What follows belongs to an exercise in optimizing a design on an open flow for small area; a production flow would make more cautious choices. In this exercise RTL edits were held to simulation tests only and were not proved equivalent to the original.

`flow/run.sh`:
```
#!/bin/bash
# The standard ORFS flow (the standard.sh) with two arguments changed:
# the port buffers use the smallest buffer cell, and the clock tree is built
# from smaller clusters of smaller buffers, without dummy loads.
set -euo pipefail
bash standard.sh \
  'BUFFER_PORTS_ARGS=-buffer_cell sky130_fd_sc_hd__buf_1' \
  'CTS_ARGS=-sink_clustering_enable -repair_clock_nets -sink_clustering_size 20 -sink_clustering_max_diameter 100 -sink_buffer_max_cap_derate 1.0 -buf_list {sky130_fd_sc_hd__clkbuf_8} -dont_use_dummy_load' \
  finish > standard.log 2>&1
```
`standard.sh`:
```
#!/bin/bash
# synth_recipe.tcl (not shown) runs the flow's synth.tcl, then flattens the netlist and writes it again
# the make line also repeats each setting of config.mk as NAME=value (left out here)
make -C /OpenROAD-flow-scripts/flow DESIGN_CONFIG=/design/flow/config.mk WORK_HOME=/design/flow/orfs CLKGATE_MAP_FILE= SYNTH_SCRIPT=/design/flow/synth_recipe.tcl "${@:-finish}"
```
`config.mk`:
```
export PLATFORM = sky130hd
export DESIGN_NAME = fir_filter
export DESIGN_NICKNAME = fir_filter
export VERILOG_FILES = /design/flow/design.v
export SDC_FILE = /design/flow/constraint.sdc
export NUM_CORES = 4
export LEC_CHECK = 0
export CAP_MARGIN = 20
export CORE_MARGIN = 2
export CORE_UTILIZATION = 70
export GPL_TIMING_DRIVEN = 0
export SLEW_MARGIN = 20
export SYNTH_HIERARCHICAL = 1
export SYNTH_MINIMUM_KEEP_SIZE = 0
```
`constraint.sdc`:
```
create_clock -name core_clock -period 8.0 [get_ports {CLK_Filter}]
set_input_delay 1.6000 -clock core_clock [delete_from_list [all_inputs] [get_ports {CLK_Filter}]]
set_output_delay 1.6000 -clock core_clock [all_outputs]
set_load 0.01 [all_outputs]
```
`design.v`:
```
module fir_filter (
    input CLK_Filter,
    input rst_n,
    input wire [7:0] filter_in,
    output wire [19:0] filter_out
);
  reg [7:0] d0;
  reg [7:0] d1;
  reg [7:0] d2;
  reg [7:0] d3;
  reg [7:0] d4;
  reg [7:0] d5;
  reg [7:0] d6;
  reg [7:0] d7;
  reg [7:0] d8;
  reg [7:0] d9;
  reg [7:0] d10;
  reg [7:0] d11;
  reg [7:0] d12;
  reg [7:0] d13;
  reg [7:0] d14;
  reg [7:0] d15;
  reg [7:0] d16;
  reg [7:0] d17;
  reg [7:0] d18;
  reg [7:0] d19;
  reg [7:0] d20;
  reg [7:0] d21;
  reg [7:0] d22;
  reg [7:0] d23;
  reg [7:0] d24;
  reg [19:0] q;
  reg [1:0] st;
  always @(posedge CLK_Filter or negedge rst_n) begin
    if (!rst_n) st <= 2'd0;
    else st <= {st[1] | st[0], st[1] | ~st[0]};
  end
  wire en = st[1] & st[0];
  wire [7:0] en8 = {8{en}};
  always @(posedge CLK_Filter) begin
    d0 <= filter_in;
    d1 <= d0;
    d2 <= d1;
    d3 <= ~(d2 & en8);
    d4 <= d3;
    d5 <= d4;
    d6 <= ~(d5 | ~en8);
    d7 <= d6;
    d8 <= d7;
    d9 <= ~(d8 & en8);
    d10 <= d9;
    d11 <= d10;
    d12 <= ~(d11 | ~en8);
    d13 <= d12;
    d14 <= ~(d13 & en8);
    d15 <= ~(d14 | ~en8);
    d16 <= d15;
    d17 <= d16;
    d18 <= ~(d17 & en8);
    d19 <= d18;
    d20 <= d19;
    d21 <= ~(d20 | ~en8);
    d22 <= d21;
    d23 <= d22;
    d24 <= ~(d23 & en8);
  end
  wire s0, c1;
  fir_ha us0 (.a(d4[0]), .b(d22[0]), .s(s0), .co(c1));
  wire s2, c3;
  fir_fa us2 (.a(d4[1]), .b(d22[1]), .ci(c1), .s(s2), .co(c3));
  wire s4, c5;
  fir_fa us4 (.a(d4[2]), .b(d22[2]), .ci(c3), .s(s4), .co(c5));
  wire s6, c7;
  fir_fa us6 (.a(d4[3]), .b(d22[3]), .ci(c5), .s(s6), .co(c7));
  wire s8, c9;
  fir_fa us8 (.a(d4[4]), .b(d22[4]), .ci(c7), .s(s8), .co(c9));
  wire s10, c11;
  fir_fa us10 (.a(d4[5]), .b(d22[5]), .ci(c9), .s(s10), .co(c11));
  wire s12, c13;
  fir_fa us12 (.a(d4[6]), .b(d22[6]), .ci(c11), .s(s12), .co(c13));
  wire s14, c15;
  fir_fa us14 (.a(d4[7]), .b(d22[7]), .ci(c13), .s(s14), .co(c15));
  wire s16, c17;
  fir_ha us16 (.a(d5[0]), .b(d21[0]), .s(s16), .co(c17));
  wire s18, c19;
  fir_fa us18 (.a(d5[1]), .b(d21[1]), .ci(c17), .s(s18), .co(c19));
  wire s20, c21;
  fir_fa us20 (.a(d5[2]), .b(d21[2]), .ci(c19), .s(s20), .co(c21));
  wire s22, c23;
  fir_fa us22 (.a(d5[3]), .b(d21[3]), .ci(c21), .s(s22), .co(c23));
  wire s24, c25;
  fir_fa us24 (.a(d5[4]), .b(d21[4]), .ci(c23), .s(s24), .co(c25));
  wire s26, c27;
  fir_fa us26 (.a(d5[5]), .b(d21[5]), .ci(c25), .s(s26), .co(c27));
  wire s28, c29;
  fir_fa us28 (.a(d5[6]), .b(d21[6]), .ci(c27), .s(s28), .co(c29));
  wire s30, c31;
  fir_fa us30 (.a(d5[7]), .b(d21[7]), .ci(c29), .s(s30), .co(c31));
  wire s32, c33;
  fir_ha us32 (.a(d8[0]), .b(d18[0]), .s(s32), .co(c33));
  wire s34, c35;
  fir_fa us34 (.a(d8[1]), .b(d18[1]), .ci(c33), .s(s34), .co(c35));
  wire s36, c37;
  fir_fa us36 (.a(d8[2]), .b(d18[2]), .ci(c35), .s(s36), .co(c37));
  wire s38, c39;
  fir_fa us38 (.a(d8[3]), .b(d18[3]), .ci(c37), .s(s38), .co(c39));
  wire s40, c41;
  fir_fa us40 (.a(d8[4]), .b(d18[4]), .ci(c39), .s(s40), .co(c41));
  wire s42, c43;
  fir_fa us42 (.a(d8[5]), .b(d18[5]), .ci(c41), .s(s42), .co(c43));
  wire s44, c45;
  fir_fa us44 (.a(d8[6]), .b(d18[6]), .ci(c43), .s(s44), .co(c45));
  wire s46, c47;
  fir_fa us46 (.a(d8[7]), .b(d18[7]), .ci(c45), .s(s46), .co(c47));
  wire s48, c49;
  fir_ha us48 (.a(d9[0]), .b(d17[0]), .s(s48), .co(c49));
  wire s50, c51;
  fir_fa us50 (.a(d9[1]), .b(d17[1]), .ci(c49), .s(s50), .co(c51));
  wire s52, c53;
  fir_fa us52 (.a(d9[2]), .b(d17[2]), .ci(c51), .s(s52), .co(c53));
  wire s54, c55;
  fir_fa us54 (.a(d9[3]), .b(d17[3]), .ci(c53), .s(s54), .co(c55));
  wire s56, c57;
  fir_fa us56 (.a(d9[4]), .b(d17[4]), .ci(c55), .s(s56), .co(c57));
  wire s58, c59;
  fir_fa us58 (.a(d9[5]), .b(d17[5]), .ci(c57), .s(s58), .co(c59));
  wire s60, c61;
  fir_fa us60 (.a(d9[6]), .b(d17[6]), .ci(c59), .s(s60), .co(c61));
  wire s62, c63;
  fir_fa us62 (.a(d9[7]), .b(d17[7]), .ci(c61), .s(s62), .co(c63));
  wire s64, c65;
  fir_ha us64 (.a(d11[0]), .b(d15[0]), .s(s64), .co(c65));
  wire s66, c67;
  fir_fa us66 (.a(d11[1]), .b(d15[1]), .ci(c65), .s(s66), .co(c67));
  wire s68, c69;
  fir_fa us68 (.a(d11[2]), .b(d15[2]), .ci(c67), .s(s68), .co(c69));
  wire s70, c71;
  fir_fa us70 (.a(d11[3]), .b(d15[3]), .ci(c69), .s(s70), .co(c71));
  wire s72, c73;
  fir_fa us72 (.a(d11[4]), .b(d15[4]), .ci(c71), .s(s72), .co(c73));
  wire s74, c75;
  fir_fa us74 (.a(d11[5]), .b(d15[5]), .ci(c73), .s(s74), .co(c75));
  wire s76, c77;
  fir_fa us76 (.a(d11[6]), .b(d15[6]), .ci(c75), .s(s76), .co(c77));
  wire s78, c79;
  fir_fa us78 (.a(d11[7]), .b(d15[7]), .ci(c77), .s(s78), .co(c79));
  wire s80, c81;
  fir_ha us80 (.a(d12[0]), .b(d14[0]), .s(s80), .co(c81));
  wire s82, c83;
  fir_fa us82 (.a(d12[1]), .b(d14[1]), .ci(c81), .s(s82), .co(c83));
  wire s84, c85;
  fir_fa us84 (.a(d12[2]), .b(d14[2]), .ci(c83), .s(s84), .co(c85));
  wire s86, c87;
  fir_fa us86 (.a(d12[3]), .b(d14[3]), .ci(c85), .s(s86), .co(c87));
  wire s88, c89;
  fir_fa us88 (.a(d12[4]), .b(d14[4]), .ci(c87), .s(s88), .co(c89));
  wire s90, c91;
  fir_fa us90 (.a(d12[5]), .b(d14[5]), .ci(c89), .s(s90), .co(c91));
  wire s92, c93;
  fir_fa us92 (.a(d12[6]), .b(d14[6]), .ci(c91), .s(s92), .co(c93));
  wire s94, c95;
  fir_fa us94 (.a(d12[7]), .b(d14[7]), .ci(c93), .s(s94), .co(c95));
  wire n96 = ~s48;
  wire n97 = ~s64;
  wire s98, c99;
  fir_fa us98 (.a(s0), .b(s64), .ci(s50), .s(s98), .co(c99));
  wire n100 = ~s66;
  wire n101 = ~s98;
  wire s102, c103;
  fir_fa us102 (.a(s0), .b(s16), .ci(s2), .s(s102), .co(c103));
  wire s104, c105;
  fir_fa us104 (.a(s66), .b(s52), .ci(s68), .s(s104), .co(c105));
  wire n106 = ~c99;
  wire n107 = ~s102;
  wire n108 = ~s104;
  wire s109, c110;
  fir_fa us109 (.a(d3[0]), .b(d23[0]), .ci(s16), .s(s109), .co(c110));
  wire s111, c112;
  fir_fa us111 (.a(s64), .b(s2), .ci(s18), .s(s111), .co(c112));
  wire s113, c114;
  fir_fa us113 (.a(s109), .b(s4), .ci(s68), .s(s113), .co(c114));
  wire s115, c116;
  fir_fa us115 (.a(c103), .b(s111), .ci(s54), .s(s115), .co(c116));
  wire s117, c118;
  fir_fa us117 (.a(s70), .b(c105), .ci(s113), .s(s117), .co(c118));
  wire n119 = ~s115;
  wire n120 = ~s117;
  wire s121, c122;
  fir_fa us121 (.a(d3[1]), .b(d23[1]), .ci(d10[0]), .s(s121), .co(c122));
  wire s123, c124;
  fir_fa us123 (.a(d16[0]), .b(s48), .ci(s121), .s(s123), .co(c124));
  wire s125, c126;
  fir_fa us125 (.a(c110), .b(s18), .ci(s66), .s(s125), .co(c126));
  wire s127, c128;
  fir_fa us127 (.a(s123), .b(s4), .ci(s20), .s(s127), .co(c128));
  wire s129, c130;
  fir_fa us129 (.a(c112), .b(s125), .ci(s6), .s(s129), .co(c130));
  wire s131, c132;
  fir_fa us131 (.a(s70), .b(c114), .ci(s127), .s(s131), .co(c132));
  wire s133, c134;
  fir_fa us133 (.a(s56), .b(s72), .ci(c116), .s(s133), .co(c134));
  wire s135, c136;
  fir_fa us135 (.a(c118), .b(s129), .ci(s131), .s(s135), .co(c136));
  wire n137 = ~s133;
  wire n138 = ~s135;
  wire s139, c140;
  fir_fa us139 (.a(d3[2]), .b(d23[2]), .ci(d10[1]), .s(s139), .co(c140));
  wire s141, c142;
  fir_fa us141 (.a(d16[1]), .b(c122), .ci(s139), .s(s141), .co(c142));
  wire s143, c144;
  fir_fa us143 (.a(s50), .b(c124), .ci(s141), .s(s143), .co(c144));
  wire s145, c146;
  fir_fa us145 (.a(s20), .b(s68), .ci(c126), .s(s145), .co(c146));
  wire s147, c148;
  fir_fa us147 (.a(s6), .b(s22), .ci(c128), .s(s147), .co(c148));
  wire s149, c150;
  fir_fa us149 (.a(s143), .b(s145), .ci(s8), .s(s149), .co(c150));
  wire s151, c152;
  fir_fa us151 (.a(s72), .b(c130), .ci(c132), .s(s151), .co(c152));
  wire s153, c154;
  fir_fa us153 (.a(s147), .b(s58), .ci(s74), .s(s153), .co(c154));
  wire s155, c156;
  fir_fa us155 (.a(c134), .b(s149), .ci(c136), .s(s155), .co(c156));
  wire n157 = ~s151;
  wire n158 = ~s153;
  wire n159 = ~s155;
  wire s160, c161;
  fir_fa us160 (.a(d3[3]), .b(d23[3]), .ci(d10[2]), .s(s160), .co(c161));
  wire s162, c163;
  fir_fa us162 (.a(d16[2]), .b(c140), .ci(s160), .s(s162), .co(c163));
  wire s164, c165;
  fir_fa us164 (.a(c142), .b(s162), .ci(s52), .s(s164), .co(c165));
  wire s166, c167;
  fir_fa us166 (.a(c144), .b(s22), .ci(s70), .s(s166), .co(c167));
  wire s168, c169;
  fir_fa us168 (.a(c146), .b(s164), .ci(s8), .s(s168), .co(c169));
  wire s170, c171;
  fir_fa us170 (.a(s24), .b(c148), .ci(s166), .s(s170), .co(c171));
  wire s172, c173;
  fir_fa us172 (.a(s10), .b(s74), .ci(c150), .s(s172), .co(c173));
  wire s174, c175;
  fir_fa us174 (.a(c152), .b(s168), .ci(s170), .s(s174), .co(c175));
  wire s176, c177;
  fir_fa us176 (.a(s60), .b(s76), .ci(c154), .s(s176), .co(c177));
  wire s178, c179;
  fir_fa us178 (.a(s172), .b(c156), .ci(s174), .s(s178), .co(c179));
  wire n180 = ~s176;
  wire n181 = ~s178;
  wire s182, c183;
  fir_fa us182 (.a(d3[4]), .b(d23[4]), .ci(d10[3]), .s(s182), .co(c183));
  wire s184, c185;
  fir_fa us184 (.a(d16[3]), .b(c161), .ci(s182), .s(s184), .co(c185));
  wire s186, c187;
  fir_fa us186 (.a(c163), .b(s184), .ci(s54), .s(s186), .co(c187));
  wire s188, c189;
  fir_fa us188 (.a(c165), .b(s24), .ci(s72), .s(s188), .co(c189));
  wire s190, c191;
  fir_fa us190 (.a(c167), .b(s186), .ci(s10), .s(s190), .co(c191));
  wire s192, c193;
  fir_fa us192 (.a(s26), .b(c169), .ci(c171), .s(s192), .co(c193));
  wire s194, c195;
  fir_fa us194 (.a(s188), .b(s12), .ci(s76), .s(s194), .co(c195));
  wire s196, c197;
  fir_fa us196 (.a(c173), .b(s190), .ci(c175), .s(s196), .co(c197));
  wire s198, c199;
  fir_fa us198 (.a(s192), .b(c177), .ci(s62), .s(s198), .co(c199));
  wire s200, c201;
  fir_fa us200 (.a(s78), .b(s194), .ci(c179), .s(s200), .co(c201));
  wire n202 = ~s196;
  wire n203 = ~s198;
  wire n204 = ~s200;
  wire s205, c206;
  fir_fa us205 (.a(d3[5]), .b(d23[5]), .ci(d10[4]), .s(s205), .co(c206));
  wire s207, c208;
  fir_fa us207 (.a(d16[4]), .b(c183), .ci(s205), .s(s207), .co(c208));
  wire s209, c210;
  fir_fa us209 (.a(c185), .b(s207), .ci(s56), .s(s209), .co(c210));
  wire s211, c212;
  fir_fa us211 (.a(c187), .b(s26), .ci(s74), .s(s211), .co(c212));
  wire s213, c214;
  fir_fa us213 (.a(c189), .b(s209), .ci(s12), .s(s213), .co(c214));
  wire s215, c216;
  fir_fa us215 (.a(s28), .b(c191), .ci(c193), .s(s215), .co(c216));
  wire s217, c218;
  fir_fa us217 (.a(s211), .b(c63), .ci(c79), .s(s217), .co(c218));
  wire s219, c220;
  fir_fa us219 (.a(c195), .b(s14), .ci(s78), .s(s219), .co(c220));
  wire s221, c222;
  fir_fa us221 (.a(s213), .b(c197), .ci(s215), .s(s221), .co(c222));
  wire s223, c224;
  fir_fa us223 (.a(c199), .b(s217), .ci(s219), .s(s223), .co(c224));
  wire n225 = ~c201;
  wire n226 = ~s221;
  wire n227 = ~s223;
  wire s228, c229;
  fir_fa us228 (.a(d3[6]), .b(d23[6]), .ci(d10[5]), .s(s228), .co(c229));
  wire s230, c231;
  fir_fa us230 (.a(d16[5]), .b(c206), .ci(s228), .s(s230), .co(c231));
  wire s232, c233;
  fir_fa us232 (.a(c208), .b(s230), .ci(s58), .s(s232), .co(c233));
  wire s234, c235;
  fir_fa us234 (.a(c210), .b(s28), .ci(s76), .s(s234), .co(c235));
  wire s236, c237;
  fir_fa us236 (.a(c212), .b(s232), .ci(c15), .s(s236), .co(c237));
  wire s238, c239;
  fir_fa us238 (.a(c79), .b(c214), .ci(s14), .s(s238), .co(c239));
  wire s240, c241;
  fir_fa us240 (.a(s30), .b(c216), .ci(s234), .s(s240), .co(c241));
  wire s242, c243;
  fir_fa us242 (.a(c218), .b(c220), .ci(s236), .s(s242), .co(c243));
  wire s244, c245;
  fir_fa us244 (.a(s238), .b(s240), .ci(c222), .s(s244), .co(c245));
  wire n246 = ~c224;
  wire n247 = ~s242;
  wire n248 = ~s244;
  wire s249, c250;
  fir_fa us249 (.a(d3[7]), .b(d23[7]), .ci(d10[6]), .s(s249), .co(c250));
  wire s251, c252;
  fir_fa us251 (.a(d16[6]), .b(c229), .ci(s249), .s(s251), .co(c252));
  wire s253, c254;
  fir_fa us253 (.a(c231), .b(s251), .ci(s60), .s(s253), .co(c254));
  wire s255, c256;
  fir_fa us255 (.a(c233), .b(c15), .ci(c31), .s(s255), .co(c256));
  wire s257, c258;
  fir_fa us257 (.a(c235), .b(s30), .ci(s78), .s(s257), .co(c258));
  wire s259, c260;
  fir_fa us259 (.a(s253), .b(c237), .ci(c239), .s(s259), .co(c260));
  wire s261, c262;
  fir_fa us261 (.a(s255), .b(c241), .ci(s257), .s(s261), .co(c262));
  wire s263, c264;
  fir_fa us263 (.a(c243), .b(s259), .ci(c245), .s(s263), .co(c264));
  wire n265 = ~s261;
  wire n266 = ~s263;
  wire s267, c268;
  fir_fa us267 (.a(d10[7]), .b(d16[7]), .ci(c250), .s(s267), .co(c268));
  wire s269, c270;
  fir_fa us269 (.a(c252), .b(s267), .ci(c31), .s(s269), .co(c270));
  wire s271, c272;
  fir_fa us271 (.a(c79), .b(c254), .ci(s62), .s(s271), .co(c272));
  wire s273, c274;
  fir_fa us273 (.a(c256), .b(c258), .ci(s269), .s(s273), .co(c274));
  wire s275, c276;
  fir_fa us275 (.a(s271), .b(c260), .ci(c262), .s(s275), .co(c276));
  wire n277 = ~s273;
  wire n278 = ~c264;
  wire n279 = ~s275;
  wire s280, c281;
  fir_fa us280 (.a(c268), .b(c63), .ci(c270), .s(s280), .co(c281));
  wire s282, c283;
  fir_fa us282 (.a(c272), .b(c274), .ci(s280), .s(s282), .co(c283));
  wire n284 = ~c276;
  wire n285 = ~s282;
  wire n286 = ~c281;
  wire n287 = ~c283;
  wire s288, c289;
  fir_fa us288 (.a(q[0]), .b(n96), .ci(n97), .s(s288), .co(c289));
  wire s290, c291;
  fir_fa us290 (.a(q[1]), .b(d2[0]), .ci(1'b1), .s(s290), .co(c291));
  wire s292, c293;
  fir_fa us292 (.a(d24[0]), .b(s32), .ci(s80), .s(s292), .co(c293));
  wire s294, c295;
  fir_fa us294 (.a(s290), .b(c289), .ci(n100), .s(s294), .co(c295));
  wire s296, c297;
  fir_fa us296 (.a(s292), .b(n101), .ci(s294), .s(s296), .co(c297));
  wire s298, c299;
  fir_fa us298 (.a(q[2]), .b(d2[1]), .ci(d24[1]), .s(s298), .co(c299));
  wire s300, c301;
  fir_fa us300 (.a(s80), .b(c291), .ci(s298), .s(s300), .co(c301));
  wire s302, c303;
  fir_fa us302 (.a(c293), .b(s34), .ci(s82), .s(s302), .co(c303));
  wire s304, c305;
  fir_fa us304 (.a(s300), .b(n106), .ci(c295), .s(s304), .co(c305));
  wire s306, c307;
  fir_fa us306 (.a(s302), .b(n107), .ci(n108), .s(s306), .co(c307));
  wire s308, c309;
  fir_fa us308 (.a(c297), .b(s304), .ci(s306), .s(s308), .co(c309));
  wire s310, c311;
  fir_fa us310 (.a(q[3]), .b(d2[2]), .ci(d24[2]), .s(s310), .co(c311));
  wire s312, c313;
  fir_fa us312 (.a(c299), .b(s310), .ci(s82), .s(s312), .co(c313));
  wire s314, c315;
  fir_fa us314 (.a(c301), .b(s36), .ci(s84), .s(s314), .co(c315));
  wire s316, c317;
  fir_fa us316 (.a(c303), .b(s312), .ci(c305), .s(s316), .co(c317));
  wire s318, c319;
  fir_fa us318 (.a(s314), .b(n119), .ci(c307), .s(s318), .co(c319));
  wire s320, c321;
  fir_fa us320 (.a(s316), .b(n120), .ci(c309), .s(s320), .co(c321));
  wire s322, c323;
  fir_fa us322 (.a(q[4]), .b(d2[3]), .ci(1'b1), .s(s322), .co(c323));
  wire s324, c325;
  fir_fa us324 (.a(d24[3]), .b(d6[0]), .ci(d20[0]), .s(s324), .co(c325));
  wire s326, c327;
  fir_fa us326 (.a(d7[0]), .b(d19[0]), .ci(s32), .s(s326), .co(c327));
  wire s328, c329;
  fir_fa us328 (.a(c311), .b(s322), .ci(s324), .s(s328), .co(c329));
  wire s330, c331;
  fir_fa us330 (.a(s326), .b(s328), .ci(s84), .s(s330), .co(c331));
  wire s332, c333;
  fir_fa us332 (.a(c313), .b(s38), .ci(s86), .s(s332), .co(c333));
  wire s334, c335;
  fir_fa us334 (.a(c315), .b(s330), .ci(c317), .s(s334), .co(c335));
  wire s336, c337;
  fir_fa us336 (.a(s332), .b(n137), .ci(c319), .s(s336), .co(c337));
  wire s338, c339;
  fir_fa us338 (.a(s334), .b(n138), .ci(c321), .s(s338), .co(c339));
  wire s340, c341;
  fir_fa us340 (.a(q[5]), .b(d2[4]), .ci(d24[4]), .s(s340), .co(c341));
  wire s342, c343;
  fir_fa us342 (.a(d6[1]), .b(d20[1]), .ci(d7[1]), .s(s342), .co(c343));
  wire s344, c345;
  fir_fa us344 (.a(d19[1]), .b(c323), .ci(c325), .s(s344), .co(c345));
  wire s346, c347;
  fir_fa us346 (.a(s340), .b(s342), .ci(c327), .s(s346), .co(c347));
  wire s348, c349;
  fir_fa us348 (.a(s34), .b(c329), .ci(s344), .s(s348), .co(c349));
  wire s350, c351;
  fir_fa us350 (.a(s346), .b(s348), .ci(s86), .s(s350), .co(c351));
  wire s352, c353;
  fir_fa us352 (.a(c331), .b(s40), .ci(s88), .s(s352), .co(c353));
  wire s354, c355;
  fir_fa us354 (.a(c333), .b(s350), .ci(c335), .s(s354), .co(c355));
  wire s356, c357;
  fir_fa us356 (.a(s352), .b(n157), .ci(n158), .s(s356), .co(c357));
  wire s358, c359;
  fir_fa us358 (.a(c337), .b(s354), .ci(n159), .s(s358), .co(c359));
  wire s360, c361;
  fir_fa us360 (.a(c339), .b(s356), .ci(s358), .s(s360), .co(c361));
  wire s362, c363;
  fir_fa us362 (.a(q[6]), .b(d2[5]), .ci(1'b1), .s(s362), .co(c363));
  wire s364, c365;
  fir_fa us364 (.a(d24[5]), .b(d6[2]), .ci(d20[2]), .s(s364), .co(c365));
  wire s366, c367;
  fir_fa us366 (.a(d7[2]), .b(d19[2]), .ci(c341), .s(s366), .co(c367));
  wire s368, c369;
  fir_fa us368 (.a(c343), .b(s362), .ci(s364), .s(s368), .co(c369));
  wire s370, c371;
  fir_fa us370 (.a(c345), .b(s366), .ci(s368), .s(s370), .co(c371));
  wire s372, c373;
  fir_fa us372 (.a(c347), .b(s36), .ci(c349), .s(s372), .co(c373));
  wire s374, c375;
  fir_fa us374 (.a(s370), .b(s372), .ci(s88), .s(s374), .co(c375));
  wire s376, c377;
  fir_fa us376 (.a(c351), .b(s42), .ci(s90), .s(s376), .co(c377));
  wire s378, c379;
  fir_fa us378 (.a(c353), .b(s374), .ci(c355), .s(s378), .co(c379));
  wire s380, c381;
  fir_fa us380 (.a(s376), .b(n180), .ci(c357), .s(s380), .co(c381));
  wire s382, c383;
  fir_fa us382 (.a(s378), .b(c359), .ci(n181), .s(s382), .co(c383));
  wire s384, c385;
  fir_fa us384 (.a(s380), .b(c361), .ci(s382), .s(s384), .co(c385));
  wire s386, c387;
  fir_fa us386 (.a(q[7]), .b(d2[6]), .ci(d24[6]), .s(s386), .co(c387));
  wire s388, c389;
  fir_fa us388 (.a(d6[3]), .b(d20[3]), .ci(d7[3]), .s(s388), .co(c389));
  wire s390, c391;
  fir_fa us390 (.a(d19[3]), .b(c363), .ci(c365), .s(s390), .co(c391));
  wire s392, c393;
  fir_fa us392 (.a(s386), .b(s388), .ci(c367), .s(s392), .co(c393));
  wire s394, c395;
  fir_fa us394 (.a(c369), .b(s390), .ci(s392), .s(s394), .co(c395));
  wire s396, c397;
  fir_fa us396 (.a(c371), .b(s38), .ci(c373), .s(s396), .co(c397));
  wire s398, c399;
  fir_fa us398 (.a(s394), .b(s396), .ci(s90), .s(s398), .co(c399));
  wire s400, c401;
  fir_fa us400 (.a(c375), .b(s44), .ci(s92), .s(s400), .co(c401));
  wire s402, c403;
  fir_fa us402 (.a(c377), .b(s398), .ci(c379), .s(s402), .co(c403));
  wire s404, c405;
  fir_fa us404 (.a(s400), .b(n202), .ci(n203), .s(s404), .co(c405));
  wire s406, c407;
  fir_fa us406 (.a(c381), .b(s402), .ci(n204), .s(s406), .co(c407));
  wire s408, c409;
  fir_fa us408 (.a(c383), .b(s404), .ci(s406), .s(s408), .co(c409));
  wire s410, c411;
  fir_fa us410 (.a(q[8]), .b(d2[7]), .ci(d24[7]), .s(s410), .co(c411));
  wire s412, c413;
  fir_fa us412 (.a(d6[4]), .b(d20[4]), .ci(d7[4]), .s(s412), .co(c413));
  wire s414, c415;
  fir_fa us414 (.a(d19[4]), .b(c387), .ci(c389), .s(s414), .co(c415));
  wire s416, c417;
  fir_fa us416 (.a(s410), .b(s412), .ci(c391), .s(s416), .co(c417));
  wire s418, c419;
  fir_fa us418 (.a(s414), .b(c393), .ci(s416), .s(s418), .co(c419));
  wire s420, c421;
  fir_fa us420 (.a(c395), .b(s418), .ci(s40), .s(s420), .co(c421));
  wire s422, c423;
  fir_fa us422 (.a(c397), .b(s420), .ci(s92), .s(s422), .co(c423));
  wire s424, c425;
  fir_fa us424 (.a(c399), .b(c401), .ci(s46), .s(s424), .co(c425));
  wire s426, c427;
  fir_fa us426 (.a(s94), .b(s422), .ci(c403), .s(s426), .co(c427));
  wire s428, c429;
  fir_fa us428 (.a(s424), .b(n225), .ci(n226), .s(s428), .co(c429));
  wire s430, c431;
  fir_fa us430 (.a(c405), .b(s426), .ci(n227), .s(s430), .co(c431));
  wire s432, c433;
  fir_fa us432 (.a(c407), .b(s428), .ci(s430), .s(s432), .co(c433));
  wire s434, c435;
  fir_fa us434 (.a(q[9]), .b(d6[5]), .ci(d20[5]), .s(s434), .co(c435));
  wire s436, c437;
  fir_fa us436 (.a(d7[5]), .b(d19[5]), .ci(c411), .s(s436), .co(c437));
  wire s438, c439;
  fir_fa us438 (.a(c413), .b(s434), .ci(c415), .s(s438), .co(c439));
  wire s440, c441;
  fir_fa us440 (.a(s436), .b(c417), .ci(s438), .s(s440), .co(c441));
  wire s442, c443;
  fir_fa us442 (.a(c419), .b(s440), .ci(s42), .s(s442), .co(c443));
  wire s444, c445;
  fir_fa us444 (.a(c421), .b(s442), .ci(c47), .s(s444), .co(c445));
  wire s446, c447;
  fir_fa us446 (.a(c95), .b(c423), .ci(s94), .s(s446), .co(c447));
  wire s448, c449;
  fir_fa us448 (.a(c425), .b(s444), .ci(s446), .s(s448), .co(c449));
  wire s450, c451;
  fir_fa us450 (.a(c427), .b(n246), .ci(n247), .s(s450), .co(c451));
  wire s452, c453;
  fir_fa us452 (.a(s448), .b(c429), .ci(n248), .s(s452), .co(c453));
  wire s454, c455;
  fir_fa us454 (.a(c431), .b(s450), .ci(s452), .s(s454), .co(c455));
  wire s456, c457;
  fir_fa us456 (.a(q[10]), .b(d6[6]), .ci(d20[6]), .s(s456), .co(c457));
  wire s458, c459;
  fir_fa us458 (.a(d7[6]), .b(d19[6]), .ci(c435), .s(s458), .co(c459));
  wire s460, c461;
  fir_fa us460 (.a(s456), .b(c437), .ci(s458), .s(s460), .co(c461));
  wire s462, c463;
  fir_fa us462 (.a(c439), .b(s460), .ci(c441), .s(s462), .co(c463));
  wire s464, c465;
  fir_fa us464 (.a(s462), .b(s44), .ci(c443), .s(s464), .co(c465));
  wire s466, c467;
  fir_fa us466 (.a(c95), .b(s464), .ci(c445), .s(s466), .co(c467));
  wire s468, c469;
  fir_fa us468 (.a(c447), .b(s466), .ci(c449), .s(s468), .co(c469));
  wire s470, c471;
  fir_fa us470 (.a(n265), .b(c451), .ci(s468), .s(s470), .co(c471));
  wire s472, c473;
  fir_fa us472 (.a(n266), .b(c453), .ci(s470), .s(s472), .co(c473));
  wire s474, c475;
  fir_fa us474 (.a(q[11]), .b(d6[7]), .ci(d20[7]), .s(s474), .co(c475));
  wire s476, c477;
  fir_fa us476 (.a(d7[7]), .b(d19[7]), .ci(c457), .s(s476), .co(c477));
  wire s478, c479;
  fir_fa us478 (.a(s474), .b(c459), .ci(s476), .s(s478), .co(c479));
  wire s480, c481;
  fir_fa us480 (.a(c461), .b(s478), .ci(c463), .s(s480), .co(c481));
  wire s482, c483;
  fir_fa us482 (.a(s480), .b(c465), .ci(s46), .s(s482), .co(c483));
  wire s484, c485;
  fir_fa us484 (.a(s482), .b(c467), .ci(n277), .s(s484), .co(c485));
  wire s486, c487;
  fir_fa us486 (.a(c469), .b(n278), .ci(n279), .s(s486), .co(c487));
  wire s488, c489;
  fir_fa us488 (.a(s484), .b(c471), .ci(s486), .s(s488), .co(c489));
  wire s490, c491;
  fir_fa us490 (.a(q[12]), .b(c475), .ci(c477), .s(s490), .co(c491));
  wire s492, c493;
  fir_fa us492 (.a(c479), .b(s490), .ci(c481), .s(s492), .co(c493));
  wire s494, c495;
  fir_fa us494 (.a(c47), .b(s492), .ci(c483), .s(s494), .co(c495));
  wire s496, c497;
  fir_fa us496 (.a(s494), .b(n284), .ci(n285), .s(s496), .co(c497));
  wire s498, c499;
  fir_fa us498 (.a(c485), .b(c487), .ci(s496), .s(s498), .co(c499));
  wire s500, c501;
  fir_fa us500 (.a(q[13]), .b(c491), .ci(c493), .s(s500), .co(c501));
  wire s502, c503;
  fir_fa us502 (.a(s500), .b(n286), .ci(c495), .s(s502), .co(c503));
  wire s504, c505;
  fir_fa us504 (.a(n287), .b(s502), .ci(c497), .s(s504), .co(c505));
  wire s506, c507;
  fir_fa us506 (.a(q[14]), .b(c501), .ci(c503), .s(s506), .co(c507));
  wire s508, c509;
  fir_fa us508 (.a(q[15]), .b(c507), .ci(1'b1), .s(s508), .co(c509));
  wire s510, c511;
  fir_fa us510 (.a(q[16]), .b(c509), .ci(1'b1), .s(s510), .co(c511));
  wire s512, c513;
  fir_fa us512 (.a(q[17]), .b(c511), .ci(1'b1), .s(s512), .co(c513));
  wire s514, c515;
  fir_fa us514 (.a(q[18]), .b(c513), .ci(1'b1), .s(s514), .co(c515));
  wire s516, c517;
  fir_fa us516 (.a(q[19]), .b(c515), .ci(1'b1), .s(s516), .co(c517));
  wire s518, c519;
  fir_ha us518 (.a(s318), .b(s320), .s(s518), .co(c519));
  wire s520, c521;
  fir_fa us520 (.a(s336), .b(c519), .ci(s338), .s(s520), .co(c521));
  wire s522, c523;
  fir_ha us522 (.a(c521), .b(s360), .s(s522), .co(c523));
  wire s524, c525;
  fir_ha us524 (.a(c523), .b(s384), .s(s524), .co(c525));
  wire s526, c527;
  fir_fa us526 (.a(c385), .b(c525), .ci(s408), .s(s526), .co(c527));
  wire s528, c529;
  fir_fa us528 (.a(c409), .b(s432), .ci(c527), .s(s528), .co(c529));
  wire s530, c531;
  fir_fa us530 (.a(c433), .b(s454), .ci(c529), .s(s530), .co(c531));
  wire s532, c533;
  fir_ha us532 (.a(c455), .b(s472), .s(s532), .co(c533));
  wire s534, c535;
  fir_ha us534 (.a(c473), .b(s488), .s(s534), .co(c535));
  wire s536, c537;
  fir_ha us536 (.a(s498), .b(c489), .s(s536), .co(c537));
  wire s538, c539;
  fir_ha us538 (.a(s504), .b(c499), .s(s538), .co(c539));
  wire s540, c541;
  fir_ha us540 (.a(s506), .b(c505), .s(s540), .co(c541));
  wire g542 = c533 | (s532 & c531);
  wire g543 = c537 | (s536 & c535);
  wire a544 = s536 & s534;
  wire g545 = c541 | (s540 & c539);
  wire a546 = s540 & s538;
  wire a547 = s510 & s508;
  wire a548 = s514 & s512;
  wire g549 = c535 | (s534 & g542);
  wire g550 = g543 | (a544 & g542);
  wire a551 = s508 & g545;
  wire a552 = s508 & a546;
  wire a553 = a547 & g545;
  wire a554 = a547 & a546;
  wire a555 = s516 & a548;
  wire g556 = c539 | (s538 & g550);
  wire g557 = g545 | (a546 & g550);
  wire g558 = a551 | (a552 & g550);
  wire g559 = a553 | (a554 & g550);
  wire a560 = s512 & g559;
  wire a561 = a548 & g559;
  wire a562 = a555 & g559;
  wire o563 = s532 ^ c531;
  wire o564 = s534 ^ g542;
  wire o565 = s536 ^ g549;
  wire o566 = s538 ^ g550;
  wire o567 = s540 ^ g556;
  wire o568 = s508 ^ g557;
  wire o569 = s510 ^ g558;
  wire o570 = s512 ^ g559;
  wire o571 = s514 ^ a560;
  wire o572 = s516 ^ a561;
  wire [19:0] y = {o572, o571, o570, o569, o568, o567, o566, o565, o564, o563, s530, s528, s526, s524, s522, s520, s518, s308, s296, s288};
  always @(posedge CLK_Filter or negedge rst_n) begin
    if (!rst_n) q <= 20'd0;
    else q <= y & {20{en}};
  end
  assign filter_out = q;
endmodule
module fir_fa (input a, input b, input ci, output s, output co);
  assign s = a ^ b ^ ci;
  assign co = (a & b) | (a & ci) | (b & ci);
endmodule
module fir_ha (input a, input b, output s, output co);
  assign s = a ^ b;
  assign co = a & b;
endmodule
```
==> impl_metrics.toml, run 1 <==
[synthesis]
ys_warn_count = 7
synth_cells = 641
top_area_cells_in_the_synthesized_netlist = "fa_1, dfxtp_1, dfrtp_1"
postSynth.asyncResetShare = 0.09910
synth_cell_types = 25
synth_edf_count = 0
postSynthAreaPerCell_um2 = 16.06
synth.yosys.seq_area_share = 0.4424
syn_area_um2 = 10290
post-synth-top-area-fraction = 0.4668
dominantRegCellSynth = "dfxtp_1"
postSynthRegisterBits = 222
yosys-top-cells-count = "fa_1, dfxtp_1, nand2_1, nor2_1, inv_1"
synth_top_cell_by_area = "fa_1"
synth_most_common_cell = "fa_1"

[floorplan]
initial_standard_cell_utilization_of_the_core = 0.7137
die_height_um = 125.3
fp.coreArea_um2 = 14420
design.portCount = 30
fp.dieArea_um2 = 15690
dieWidth_um = 125.3
row_count = 44

[sta]
final-setup-viol-count = 0
timing.clock.skew_ns = 0.03506
max-slew-margin-rel = 0.4825
max_slew.worst_pin.slew_ns = 0.7763
final_hold_viol_count = 0
rsz0062_at_grt = "no"
fmax_ghz = 0.1288
min_period_over_period = 0.9706
slew_viol_final = 0
period_minus_slack_ns = 7.765
totalNegativeSetupSlack_ns = 0

[routing]
detail_route.drc_violations = 0
routed_wl_um = 19080
wire_length_per_cell_um = 21.71
drt-vias-per-instance = 5.298
vias = 4657
drt_first_iter_violations = 181
first_pass_iters = 4
route.antenna.remaining_nets = 0

[critical_path]
crit_path_top_delay_cell = "fa_1"
cell_repeated_most_along_the_worst_path = "fa_1"
path_delay_family = "adder cells"
timing.critical_path.arrival_ns = 8.11
max_stage_delay_ns = 0.54
critPathRequiredTime_ns = 8.34
endpoint_kind = "register"
worst-path-max-fanout = 5
endpoint_of_the_worst_register_to_register_path = "q[18]"
path_cells = "ha_1 > fa_1 > fa_1 > fa_1 > fa_1 > fa_1 > fa_2 > fa_1 > fa_1 > fa_1 > inv_1 > fa_1 > fa_1 > fa_1 > fa_1 > ha_1 > o211ai_2 > a21oi_2 > o21ai_2 > nor2_1 > ha_1 > xnor2_1 > nor2_1"
crit_reg_reg_startpoint = "d4[0]"
reg2reg_setup_slack_ns = 0.23
rr_worst_depth = 23
timing.setup.critical_path_class = "register to register"
critical_path.n_buffers_inverters = 1
worstSetupStartpointType = "register"

[clock_network]
cts_max_level = 1
cts.clk_slew.worst_paths_ns = 0.12
cts_tree = "yes"
clock-sinks = 222
ctsRootBufferMaster = "clkbuf_8"
clock_insertion_delay_worst_skew_ns = 0.50
clk_buf_depth = 3
cts_made_buffers = 15
holdBufCountCts = 0

[layout]
max_flop_register = "q"
number_of_flip_flops_under_the_largest_register_name = 20
final_cell_area_um2 = 10920
register_cell_area_after_layout_um2 = 4554
nFillCells = 909
drive_gt1_frac = 0.05324
nets = 965
multi_input_area_um2 = 5627
syn2layout_area_growth_pct = 6.102
antennaDiodeCount = 0

[global_route]
grt-ovfl-total = 0
grt_max_degree = 21
via_count_of_the_first_global_routing_pass = 5704
globalRouteTotalUtil = 0.2755
grt_antenna_before_repair = 0
wire_length_of_the_first_global_routing_pass_um = 31730

[min_path]
worstHoldEndpoint = "d2[4]"
hold_start = "d1[4]"
hold_path_depth = 0
class_of_the_tightest_hold_or_removal_check = "register to register"

[run_status]
outcome = "complete, no violations"

[place]
place.port_buffers = 29
dpl_cell_area_um2 = 10670
gp_congestion = 0.9425
dpl.hpwl_um = 16550

[run]
max_cap_violations = 0
## cell type report
type	instances	area share
Buffer	10	0.003437
Clock buffer	15	0.01890
Inverter	35	0.01203
Multi-Input combinational cell	381	0.5152
Sequential cell	222	0.4170
Tap cell	184	0.02108
Timing Repair Buffer	32	0.01237
## modules after synthesis (local to each module, per instance)
module	cell area, um^2	cells	times used	flip-flops and latches
fir_filter	5314	387	1	222
fir_ha	12.51	1	14	0
fir_fa	20.02	1	240	0
## how the worst max path moves through the flow
stage	endpoint	from	cells past startpoint	slack (ns)
2_1_floorplan	q[19]	d8[0]	19	0.43
3_3_place_gp	q[19]	d8[0]	19	0.005
3_5_place_dp	q[19]	d8[0]	19	-0.09
4_1_cts	q[19]	d8[0]	19	0.03
5_1_grt	q[18]	d9[0]	23	0.01
6_report	q[18]	d4[0]	23	0.23
## cell usage in the layout, fill, tap and decap left out, drive strengths merged, types with 2 or more instances in the layout
cell type,netlist,layout
xor2,2,2
and3,14,14
dfxtp,200,200
dfrtp,22,22
and2,2,2
conb,1,8
o21ai,2,2
inv,35,35
clkbuf,10,25
or2,2,2
fa,240,240
ha,18,18
nand2,43,43
nor2,39,39
xnor2,2,2
a21oi,3,3
buf,0,32
## cells by family after synthesis
group,Yosys count,synth area share
compound gates,8,0.006078
other cells,1,0.0003643
fa+ha+maj,258,0.4886
buf+inv,45,0.01641
simple gates,103,0.04266
xor+xnor,4,0.003404
flops,222,0.4424
## routing by layer
layer / vias to the layer above / global-route usage / part of all wire
met3: 35 / 0.03594 / 0.027
met1: 2509 / 0.3673 / 0.38
li1: 2035 / - / -
met2: 78 / 0.4811 / 0.55
met4: 0 / 0.09150 / 0.043
met5: - / 0 / 0
## metrics by stage
step / utilization / instances / hold slack, ns / setup WS [ns]
2_1_floorplan: - / 648 / 0.3096 / 0.4283
3_3_place_gp: 0.7390 / 861 / 0.3098 / 0.005167
3_5_place_dp: 0.7398 / 862 / 0.3121 / -0.08924
4_1_cts: 0.7548 / 877 / 0.3236 / 0.02932
5_1_grt: 0.7572 / 879 / 0.3358 / 0.009837
6_report: 0.7572 / 879 / 0.3297 / 0.2349
## what timing repair did
action / 4_1_cts / 5_1_grt
resized for setup: 4 / 8
buffers inserted: 0 / 2
endpoints found under the setup margin: 1 / 3
cloned: 0 / 0
pin swaps: 0 / 2
hold endpoints to repair: 0 / 0
==> inputs of run 2 (changes only) <==
--- a/design.v
+++ b/design.v
@@ -574,11 +574,11 @@
   fir_fa us506 (.a(q[14]), .b(c501), .ci(c503), .s(s506), .co(c507));
   wire s508, c509;
-  fir_fa us508 (.a(q[15]), .b(c507), .ci(1'b1), .s(s508), .co(c509));
+  fir_ha us508 (.a(q[15]), .b(c507), .s(s508), .co(c509));
   wire s510, c511;
-  fir_fa us510 (.a(q[16]), .b(c509), .ci(1'b1), .s(s510), .co(c511));
+  fir_ha us510 (.a(q[16]), .b(c509), .s(s510), .co(c511));
   wire s512, c513;
-  fir_fa us512 (.a(q[17]), .b(c511), .ci(1'b1), .s(s512), .co(c513));
+  fir_ha us512 (.a(q[17]), .b(c511), .s(s512), .co(c513));
   wire s514, c515;
-  fir_fa us514 (.a(q[18]), .b(c513), .ci(1'b1), .s(s514), .co(c515));
+  fir_ha us514 (.a(q[18]), .b(c513), .s(s514), .co(c515));
   wire s516, c517;
   fir_fa us516 (.a(q[19]), .b(c515), .ci(1'b1), .s(s516), .co(c517));
@@ -607,36 +607,43 @@
   wire s540, c541;
   fir_ha us540 (.a(s506), .b(c505), .s(s540), .co(c541));
-  wire g542 = c533 | (s532 & c531);
-  wire g543 = c537 | (s536 & c535);
-  wire a544 = s536 & s534;
-  wire g545 = c541 | (s540 & c539);
-  wire a546 = s540 & s538;
-  wire a547 = s510 & s508;
-  wire a548 = s514 & s512;
-  wire g549 = c535 | (s534 & g542);
-  wire g550 = g543 | (a544 & g542);
-  wire a551 = s508 & g545;
-  wire a552 = s508 & a546;
-  wire a553 = a547 & g545;
-  wire a554 = a547 & a546;
-  wire a555 = s516 & a548;
-  wire g556 = c539 | (s538 & g550);
-  wire g557 = g545 | (a546 & g550);
-  wire g558 = a551 | (a552 & g550);
-  wire g559 = a553 | (a554 & g550);
-  wire a560 = s512 & g559;
-  wire a561 = a548 & g559;
-  wire a562 = a555 & g559;
-  wire o563 = s532 ^ c531;
-  wire o564 = s534 ^ g542;
-  wire o565 = s536 ^ g549;
-  wire o566 = s538 ^ g550;
-  wire o567 = s540 ^ g556;
-  wire o568 = s508 ^ g557;
-  wire o569 = s510 ^ g558;
-  wire o570 = s512 ^ g559;
-  wire o571 = s514 ^ a560;
-  wire o572 = s516 ^ a561;
-  wire [19:0] y = {o572, o571, o570, o569, o568, o567, o566, o565, o564, o563, s530, s528, s526, s524, s522, s520, s518, s308, s296, s288};
+  wire n542 = ~s508;
+  wire n543 = ~s510;
+  wire n544 = ~s512;
+  wire n545 = ~s514;
+  wire g546 = c533 | (s532 & c531);
+  wire g547 = c537 | (s536 & c535);
+  wire a548 = s536 & s534;
+  wire g549 = c541 | (s540 & c539);
+  wire a550 = s540 & s538;
+  wire g551 = s510 | (n543 & s508);
+  wire a552 = n543 & n542;
+  wire g553 = s514 | (n545 & s512);
+  wire a554 = n545 & n544;
+  wire g555 = c535 | (s534 & g546);
+  wire g556 = g547 | (a548 & g546);
+  wire g557 = s508 | (n542 & g549);
+  wire a558 = n542 & a550;
+  wire g559 = g551 | (a552 & g549);
+  wire a560 = a552 & a550;
+  wire a561 = s516 & g553;
+  wire a562 = s516 & a554;
+  wire g563 = c539 | (s538 & g556);
+  wire g564 = g549 | (a550 & g556);
+  wire g565 = g557 | (a558 & g556);
+  wire g566 = g559 | (a560 & g556);
+  wire g567 = s512 | (n544 & g566);
+  wire g568 = g553 | (a554 & g566);
+  wire g569 = a561 | (a562 & g566);
+  wire o570 = s532 ^ c531;
+  wire o571 = s534 ^ g546;
+  wire o572 = s536 ^ g555;
+  wire o573 = s538 ^ g556;
+  wire o574 = s540 ^ g563;
+  wire o575 = n542 ^ g564;
+  wire o576 = n543 ^ g565;
+  wire o577 = n544 ^ g566;
+  wire o578 = n545 ^ g567;
+  wire o579 = s516 ^ g568;
+  wire [19:0] y = {o579, o578, o577, o576, o575, o574, o573, o572, o571, o570, s530, s528, s526, s524, s522, s520, s518, s308, s296, s288};
   always @(posedge CLK_Filter or negedge rst_n) begin
     if (!rst_n) q <= 20'd0;
==> flow/run.sh (replaced) <==
#!/bin/bash
# The standard ORFS flow (the standard.sh) with two arguments changed:
# the port buffers use the smallest buffer cell, and the clock tree is built
# from smaller clusters of smaller buffers, without dummy loads.
set -euo pipefail
bash standard.sh \
  'BUFFER_PORTS_ARGS=-buffer_cell sky130_fd_sc_hd__buf_1' \
  'CTS_ARGS=-sink_clustering_enable -repair_clock_nets -sink_clustering_size 16 -sink_clustering_max_diameter 80 -sink_buffer_max_cap_derate 1.0 -buf_list {sky130_fd_sc_hd__clkbuf_8} -dont_use_dummy_load' \
  finish > standard.log 2>&1
==> run 2 against run 1 <==
  * Still clean
  * Via count rose by 2.4%
  * First-iteration DRC count grew 5.0%
  * Count of clock-buffer cells in the layout grew 2
  * Sequential share of layout area is essentially flat
  * Critical path type unchanged
  * Critical endpoint is now q[14]
  * Highest routed layer unchanged
==> impl_metrics.toml, run 2 <==
[synthesis]
ys_warn_count = 7
syn_area_um2 = 10290
postSynth.asyncResetShare = 0.09910
postSynthRegisterBits = 222
post_synth_xor_area_fraction = 0.003405
synth.yosys.seq_area_share = 0.4427
synth_fa_ha_area_frac = 0.4860
synth.mux.area_fraction = 0
synth_most_common_cell = "fa_1"
synth_compound_gate_area_share = 0.004987
synth_top_cell_by_area = "fa_1"
post-synth-top-area-fraction = 0.4593
dominantRegCellSynth = "dfxtp_1"
synth_cells = 643
yosys-top-cells-count = "fa_1, dfxtp_1, nand2_1, nor2_1, inv_1"
top_area_cells_in_the_synthesized_netlist = "fa_1, dfxtp_1, dfrtp_1"
yosys.area_share.simple = 0.04561
largest_family_of_logic_cells_by_synthesized_area = "adder cells"
synth_edf_count = 0
postSynthAreaPerCell_um2 = 16.00
synth_cell_types = 27

[floorplan]
row_count = 44
die_height_um = 125.2
dieWidth_um = 125.2
initial_standard_cell_utilization_of_the_core = 0.7132
design.portCount = 30
fp.coreArea_um2 = 14420
fp.dieArea_um2 = 15680

[sta]
max-slew-margin-rel = 0.3807
min_period_over_period = 0.9726
fmax_ghz = 0.1285
period_minus_slack_ns = 7.781
final_hold_viol_count = 0
max_slew.worst_pin.slew_ns = 0.9289
final-setup-viol-count = 0
timing.clock.skew_ns = 0.01892
slew_viol_final = 0
rsz0062_at_grt = "no"

[run]
max_cap_violations = 0

[critical_path]
timing.critical_path.arrival_ns = 8.17
critPathRequiredTime_ns = 8.39
crit_path_top_delay_cell = "fa_2"
max_stage_delay_ns = 0.51
endpoint_kind = "register"
path_cells = "ha_1 > fa_1 > fa_2 > fa_2 > buf_4 > fa_1 > fa_1 > fa_1 > fa_1 > fa_1 > inv_1 > fa_1 > fa_1 > fa_1 > fa_1 > fa_2 > ha_1 > o211ai_1 > buf_4 > nand2_1 > ha_1 > nor2_1 > xor2_1 > nor2_1"
timing.setup.critical_path_class = "register to register"
worstSetupStartpointType = "register"
worst-path-max-fanout = 3
cell_repeated_most_along_the_worst_path = "fa_1"

[layout]
number_of_flip_flops_under_the_largest_register_name = 20
nFillCells = 912
nets = 966
max_flop_register = "q"
antennaDiodeCount = 0
finish.utilization = 0.7568
post_layout_nonfiller_instances = 880
multi_input_area_um2 = 5583
drive_gt1_frac = 0.05172
final_common_cell = "fa_1"
syn2layout_area_growth_pct = 6.106
final_cell_area_um2 = 10920
most-common-layout-cells = "fa_1, dfxtp_1, nand2_1, nor2_1, inv_1"
register_cell_area_after_layout_um2 = 4554

[run_status]
outcome = "complete, no violations"

[routing]
drt_first_iter_violations = 190
first_pass_iters = 4
routed_wl_um = 20050
wire_length_per_cell_um = 22.79
vias = 4769
drt-vias-per-instance = 5.419
route.antenna.remaining_nets = 0
detail_route.drc_violations = 0

[global_route]
wire_length_of_the_first_global_routing_pass_um = 33110
via_count_of_the_first_global_routing_pass = 5960
globalRouteTotalUtil = 0.2906
grt_max_degree = 23
grt_antenna_before_repair = 0
grt-ovfl-total = 0

[clock_network]
clock-sinks = 222
clock_insertion_delay_worst_skew_ns = 0.51
cts_max_level = 1
clk_buf_depth = 3
cts_tree = "yes"
cts_made_buffers = 17
cts.clk_slew.worst_paths_ns = 0.09
ctsRootBufferMaster = "clkbuf_8"

[place]
gp_congestion = 0.9046
placedCellCount = 859
dpl_cell_area_um2 = 10640
place.port_buffers = 29
dpl.hpwl_um = 16960

[min_path]
class_of_the_tightest_hold_or_removal_check = "register to register"
[run 2: cell types whose count changed after synthesis, sizes merged, moves of 2 or more]
| cell | previous run | this run |
|---|---|---|
| ha | 18 | 22 |
| nor2 | 39 | 41 |
| buf | 0 | 2 |
| fa | 240 | 236 |
[run 2: Yosys stat by module (local to each module, per instance)]
| module | copies in the design | cells |
|---|---|---|
| fir_fa | 236 | 1 |
| fir_ha | 18 | 1 |
| fir_filter | 1 | 389 |
[run 2: cell families (layout without fill, tap and decap cells)]
family,count (synthesis),after routing
adders and majority gates,258,258
other,1,4
and+or+nand+nor,105,105
DFF,222,222
xor gates and xnor gates,4,4
AOI/OAI and AO/OA,7,7
buffers and inverters,46,96
[run 2: area by class of cell]
| cell class | count | share of cell area |
|---|---|---|
| Timing Repair Buffer | 33 | 0.01284 |
| Multi-Input combinational cell | 378 | 0.5115 |
| Sequential cell | 222 | 0.4172 |
| Clock buffer | 17 | 0.02144 |
| Tap cell | 184 | 0.02109 |
| Inverter | 35 | 0.01204 |
| Buffer | 11 | 0.003897 |
[run 2: per-stage QoR]
step	hold slack, ns	TNS (ns)	setup slack [ns]
after detailed placement	0.3147	-0.06133	-0.04225
after global placement	0.3095	0	0.07209
after global routing	0.3399	0	0.003555
after floorplan	0.3096	0	0.5779
final	0.3342	0	0.2189
after CTS	0.3371	0	0.009062
[run 2: timing repair]
item / 4_1_cts / 5_1_grt
pin swaps: 0 / 4
gates resized for setup: 1 / 4
hold buffers: 0 / 0
buffers inserted: 0 / 4
endpoints found under the setup margin: 2 / 3
[run 2: per-layer routing]
metal,vias to the layer above,part of all wire,global-route usage
met5,-,0,0
li1,2049,-,-
met2,107,0.54,0.5128
met3,52,0.036,0.03723
met1,2561,0.36,0.3603
met4,0,0.058,0.1418
[run 2: final timing paths]
kind,startpoint,to,slack [ns],cells after the start
worst min register to register,d1[2],d2[2],0.33,0
worst max-delay path,d11[0],q[14],0.22,24
worst max register to register,d11[0],q[14],0.22,24
max in group asynchronous,rst_n,q[10],6.40,1
worst min-delay path,d1[2],d2[2],0.33,0
min in group asynchronous,rst_n,q[1],1.12,1
[run 2: worst max-delay path, delay by kind of cell (launching register included)]
kind | cells | cell delay (ns)
AOI/OAI and AO/OA | 1 | 0.31
xor gates and xnor gates | 1 | 0.16
adders and majority gates | 16 | 6.24
buffers and inverters | 3 | 0.40
DFF | 1 | 0.33
and+or+nand+nor | 3 | 0.20

## port drivers added, routing unchanged
In the flow no input, the clock included, has a driving cell. The finished layouts below were timed again as built, in two steps. Step 1, drivers: a clkbuf_16 drives CLK_Filter and a buf_2 each remaining input, both assumed. Step 2, shift: input delay + t, output delay - t, t = (earliest + latest rising clock arrival at the registers) / 2. This alone moves slack from input paths to output paths. Slacks: no drivers / after step 1 / after step 2; pairs: no drivers / after step 1.
run	t, ns	setup WS [ns]	clock arrival spread, ns	worst data-port slew with drivers (ns)	cell pins on the clock port's net
run 1	0.518	0.235 / 0.235 / 0.235	0.035 / 0.035	0.03	1
run 2	0.541	0.219 / 0.219 / 0.219	0.020 / 0.020	0.03	1
After both steps setup and hold are still met in every run listed.
